Background: an optimization exercise with open tools, aiming at small area. Do not read the settings as production practice.
The RTL was checked by simulation tests, not by an equivalence proof against the original design.
No driver is modelled on the clock port, so clock power and skew are understated where the tree is cut down; a real chip needs a root buffer or a tree.

==> inputs of trial 98 <==
==> flow/design.v <==
module top(
input wire clk,
input wire rst,		 
input switch,
output wire [3:0] anode,
output wire [7:0] cathode
    );
localparam [3:0] PM = 4'd10;
localparam [1:0] DM = 2'd2;
localparam [2:0] QM = 3'd5;
localparam [2:0] EM = 3'd2;
localparam [3:0] HM = 4'd15;
reg [3:0] ps;		 
reg [1:0] ds;		 
reg [2:0] qs;		 
reg [2:0] es;		 
reg [3:0] hs;		 
reg [3:0] r0s, r1s, r2s;	 
wire [3:0] p = ps ^ PM;
wire [1:0] d = ds ^ DM;
wire [2:0] q = qs ^ QM;
wire [2:0] e = es ^ EM;
wire [3:0] h = hs ^ HM;		 
wire [3:0] r2 = r2s ^ HM;	 
wire pw    = ~p[0] & p[1] & p[2];			 
wire rs    = ~p[0] & ~p[1] & ~p[2] & ~d[1] & ~d[0];	 
wire first = &q;					 
wire ev    = rs & ~q[1] & q[0] & (&e);		 
wire d3    = d[1] & ~d[0];
wire hz    = (~h[0] & h[2] & ~h[3]);	 
wire cin   = pw ? (hz & ~d3) : (ev & switch);	 
wire [3:0] x = pw ? r2 : h;
wire [3:0] xt = {	 
	1'b1, (x[1]), (~x[1] & ~x[2]) | (~x[3]), (x[1]) | (x[0] & ~x[3])};
wire [3:0] xi = x ^ ({4{cin}} & xt);
always @(posedge clk)
	if (rst) begin
		ps <= 4'b0001 ^ PM; ds <= 2'd0 ^ DM; qs <= 3'b111 ^ QM; es <= 3'b010 ^ EM;
		hs <= 4'd0 ^ HM;
	end else begin
		ps <= {p[2:0], (~p[3] & p[0]) | (p[3] & ~p[1] & ~p[0])} ^ PM;
		if (pw) ds <= {d[0], ~d[1]} ^ DM;
		qs <= {q[1:0], rs ? ~q[2] & ~q[1] : q[2]} ^ QM;
		es <= {e[1:0], rs ? e[2] ^ (e[1] | ~e[0]) : e[2]} ^ EM;
		hs <= ((pw & first) ? 4'd0 : xi) ^ HM;
	end
always @(posedge clk) begin
	r1s <= r0s;
	r2s <= r1s;
	r0s <= pw ? {h[3], h[2] & ~hz, h[1], h[0]} ^ HM : r2s;
end
assign anode = {~(d[1] & ~d[0]), ~(d[1] & d[0]), ~(~d[1] & d[0]), ~(~d[1] & ~d[0])};
assign cathode[7] = (~h[0] & h[1] & ~h[2]);	 
assign cathode[6] = (h[0] & ~h[1]);	 
assign cathode[5] = (h[0] & h[1] & h[2]);	 
assign cathode[4] = (~h[0] & h[1]);	 
assign cathode[3] = (~h[0] & h[1]) | (h[3]);	 
assign cathode[2] = (h[1] & h[2]) | (~h[2] & h[3]);	 
assign cathode[1] = (h[1] & h[3]) | (~h[0] & ~h[1] & ~h[3]);	 
assign cathode[0] = 1'b1;
endmodule
==> flow/flow/run.sh <==
#!/bin/bash
# The standard layout (standard.sh), changed in four ways to save area:
#  - synthesis maps the logic with an area-oriented ABC script (flow/abc_amap.script);
#    everything else in synth_recipe.tcl is unchanged, so the registers are the same;
#  - the port buffers are buf_1;
#  - the clock tree is one clock buffer driving every flip-flop (flow/cts_one_buffer.tcl);
#  - repair_timing recovers power (downsizes cells) where there is slack.
set -euo pipefail
here=$(pwd)
{
  head -n 1 synth_recipe.tcl
  cat <<'TCL'
proc abc {args} {
  set i [lsearch -exact $args -script]
  if { $i >= 0 } {
    set args [lreplace $args [expr {$i + 1}] [expr {$i + 1}] $::env(FLOW_ABC_SCRIPT)]
  }
  yosys abc {*}$args
}
TCL
  tail -n +2 synth_recipe.tcl
} > flow_synth.tcl
sed "s|SYNTH_SCRIPT=[^ ]*|SYNTH_SCRIPT=$here/flow_synth.tcl|" standard.sh > flow_standard.sh
export FLOW_ABC_SCRIPT=$here/flow/abc_amap.script
export BUFFER_PORTS_ARGS="-buffer_cell sky130_fd_sc_hd__buf_1"
export PRE_CTS_TCL=$here/flow/cts_one_buffer.tcl
export FLOW_CLOCK_BUFFER=sky130_fd_sc_hd__buf_12
export RECOVER_POWER=100
bash flow_standard.sh > flow_standard.log 2>&1
==> flow/flow/abc_amap.script <==
strash
dch
amap
==> flow/flow/cts_one_buffer.tcl <==
# Sourced by ORFS's cts.tcl before its clock_tree_synthesis call (PRE_CTS_TCL).
# The design has a few dozen flip-flops close together, so the clock tree is a
# single buffer: clk -> FLOW_CLOCK_BUFFER -> every clock sink. This replaces
# clock_tree_synthesis; the rest of cts.tcl (legalization, timing repair) runs as usual.
rename clock_tree_synthesis orfs_clock_tree_synthesis
proc clock_tree_synthesis { args } {
  set db [ord::get_db]
  set block [ord::get_db_block]
  set master [$db findMaster $::env(FLOW_CLOCK_BUFFER)]
  set clknet [$block findNet clk]
  set sinks {}
  set sx 0
  set sy 0
  foreach it [$clknet getITerms] {
    set inst [$it getInst]
    set loc [$inst getLocation]
    set sx [expr { $sx + [lindex $loc 0] }]
    set sy [expr { $sy + [lindex $loc 1] }]
    lappend sinks $it
  }
  set n [llength $sinks]
  puts "one-buffer clock tree: $n sinks"
  set buf [odb::dbInst_create $block $master clkbuf_0_clk]
  set net [odb::dbNet_create $block clknet_0_clk]
  foreach it $sinks {
    $it disconnect
    $it connect $net
  }
  [$buf findITerm A] connect $clknet
  [$buf findITerm X] connect $net
  $clknet setSigType CLOCK
  $net setSigType CLOCK
  $buf setLocation [expr { $sx / $n }] [expr { $sy / $n }]
  $buf setPlacementStatus PLACED
  global_connect
  set_propagated_clock [all_clocks]
}
==> flow/standard.sh <==
#!/bin/bash
# synth_recipe.tcl (not shown) runs the flow's synth.tcl, then flattens the netlist and writes it again
# the make line also repeats each setting of config.mk as NAME=value (left out here)
make -C /OpenROAD-flow-scripts/flow DESIGN_CONFIG=/design/flow/config.mk WORK_HOME=/design/flow/orfs CLKGATE_MAP_FILE= SYNTH_SCRIPT=/design/flow/synth_recipe.tcl "${@:-finish}"
==> flow/config.mk <==
export PLATFORM = sky130hd
export DESIGN_NAME = top
export DESIGN_NICKNAME = top
export VERILOG_FILES = /design/flow/design.v
export SDC_FILE = /design/flow/constraint.sdc
export NUM_CORES = 4
export LEC_CHECK = 0
export CAP_MARGIN = 20
export CORE_MARGIN = 2
export CORE_UTILIZATION = 25
export SLEW_MARGIN = 20
==> flow/constraint.sdc <==
create_clock -name core_clock -period 20.0 [get_ports {clk}]
set_input_delay 4.0000 -clock core_clock [delete_from_list [all_inputs] [get_ports {clk}]]
set_output_delay 4.0000 -clock core_clock [all_outputs]
set_load 0.01 [all_outputs]
==> trial 66: changes against trial 98 <==
==> flow/design.v, changed modules only <==
module top(
input wire clk,
input wire rst,		 
input switch,
output wire [3:0] anode,
output wire [7:0] cathode
    );
reg [3:0] p;		 
reg [1:0] d;		 
reg [5:0] r;		 
reg [3:0] h, a, b, c;	 
reg cy;			 
wire pw    = p[3] & p[0];				 
wire first = r[5] & r[4];				 
wire rw    = r[5] & r[2] & r[1] & r[0];			 
wire ev    = p[2] & ~p[1] & ~p[0] & ~d[1] & ~d[0] & (r == 6'd19);	 
function [3:0] binc(input [3:0] x);
	binc = {(x[2] & x[1] & x[0]) | (x[3] & ~x[0]), x[2] ^ (x[1] & x[0]), (x[1] ^ x[0]) & ~x[3], ~x[0]};
endfunction
always @(posedge clk)
	if (rst) begin
		p <= 4'd5; d <= 2'd0; r <= 6'd63;
		h <= 4'd0;
	end else begin
		p <= pw ? 4'd0 : p + 4'd1;
		if (pw) d <= d + 2'd1;
		if (pw & d[1] & d[0]) r <= rw ? 6'd0 : r + 6'd1;
		if (pw) h <= first ? 4'd0 : cy ? binc(a) : a;
		else if (ev & switch) h <= binc(h);
	end
always @(posedge clk) begin
	if (pw) begin
		a <= b; b <= c; c <= h;
	end
	if (pw) cy <= cy & a[3] & a[0] & ~d[1];
	else if (ev) cy <= switch & h[3] & h[0];
end
assign anode = ~(4'b0001 << d);
wire w = h[3], x = h[2], y = h[1], z = h[0];
assign cathode[7] = (~w & ~x & ~y & z) | (x & ~y & ~z);		 
assign cathode[6] = x & (y ^ z);				 
assign cathode[5] = ~x & y & ~z;				 
assign cathode[4] = (~w & ~x & ~y & z) | (x & ~y & ~z) | (x & y & z);	 
assign cathode[3] = z | (x & ~y);				 
assign cathode[2] = (~x & y) | (y & z) | (~w & ~x & z);		 
assign cathode[1] = (~w & ~x & ~y) | (x & y & z);		 
assign cathode[0] = 1'b1;					 
endmodule
==> flow/run.sh (new file) <==
#!/bin/bash
# synth_recipe.tcl (not shown) runs the flow's synth.tcl, then flattens the netlist and writes it again
# the make line also repeats each setting of config.mk as NAME=value (left out here)
make -C /OpenROAD-flow-scripts/flow DESIGN_CONFIG=/design/flow/config.mk WORK_HOME=/design/flow/orfs CLKGATE_MAP_FILE= SYNTH_SCRIPT=/design/flow/synth_recipe.tcl finish
- ABC_AREA: not set -> 1
- CORE_UTILIZATION: 25 -> 40
removed: flow/flow/run.sh
removed: flow/flow/abc_amap.script
removed: flow/flow/cts_one_buffer.tcl
removed: flow/standard.sh
==> impl_metrics.env <==
export IMPL_p_clk_mw=0.0325
export IMPL_outcome="complete, no violations"
export IMPL_inv_count=22
export IMPL_synth_seq_cells=29
export IMPL_multi_input_comb_cells=106
export IMPL_layout_commonest_cell="nand2_1"
export IMPL_synth_fa_ha_area_frac=0.07086
export IMPL_critical_path_reg2reg_startpoint="p[0]"
# the run above: trial 66

==> impl_metrics.env <==
export IMPL_outcome="complete, no violations"
export IMPL_min_to="r2s[3]"
export IMPL_layout_commonest_cell="dfxtp_1"
export IMPL_multi_input_comb_cells=57
export IMPL_inv_count=16
export IMPL_critical_path_reg2reg_startpoint="ps[0]"
export IMPL_synth_fa_ha_area_frac=0
# the run above: trial 98

The clock cells of trial 98 come from the design's own scripts or RTL, not from TritonCTS.

static timing again, ports no longer ideal:
No port has a modelled driver above. Below, the same layouts with a new extraction and two added sets of constraints. Step 1: set_driving_cell puts a clkbuf_16 on clk and a buf_2 on each other input, an assumption about the parent block. Step 2 times the ports against the registers' clock, not the clock port: input delays grow and output delays shrink by t, the midpoint of the rising clock arrivals with the driver on. a / b / c = ideal ports / drivers / drivers and shift; a / b = the first two.
run | t, ns | setup slack, ns | clock arrival spread, ns | worst data-port slew with drivers (ns) | pins driven straight from the clock port
trial 98 | 0.158 | 14.725 / 14.697 / 14.854 | 0.002 / 0.003 | 0.04 | 1
trial 66 | 0.338 | 14.197 / 14.175 / 14.512 | 0.009 / 0.009 | 0.03 | 1
After both steps every run listed still meets setup and hold.
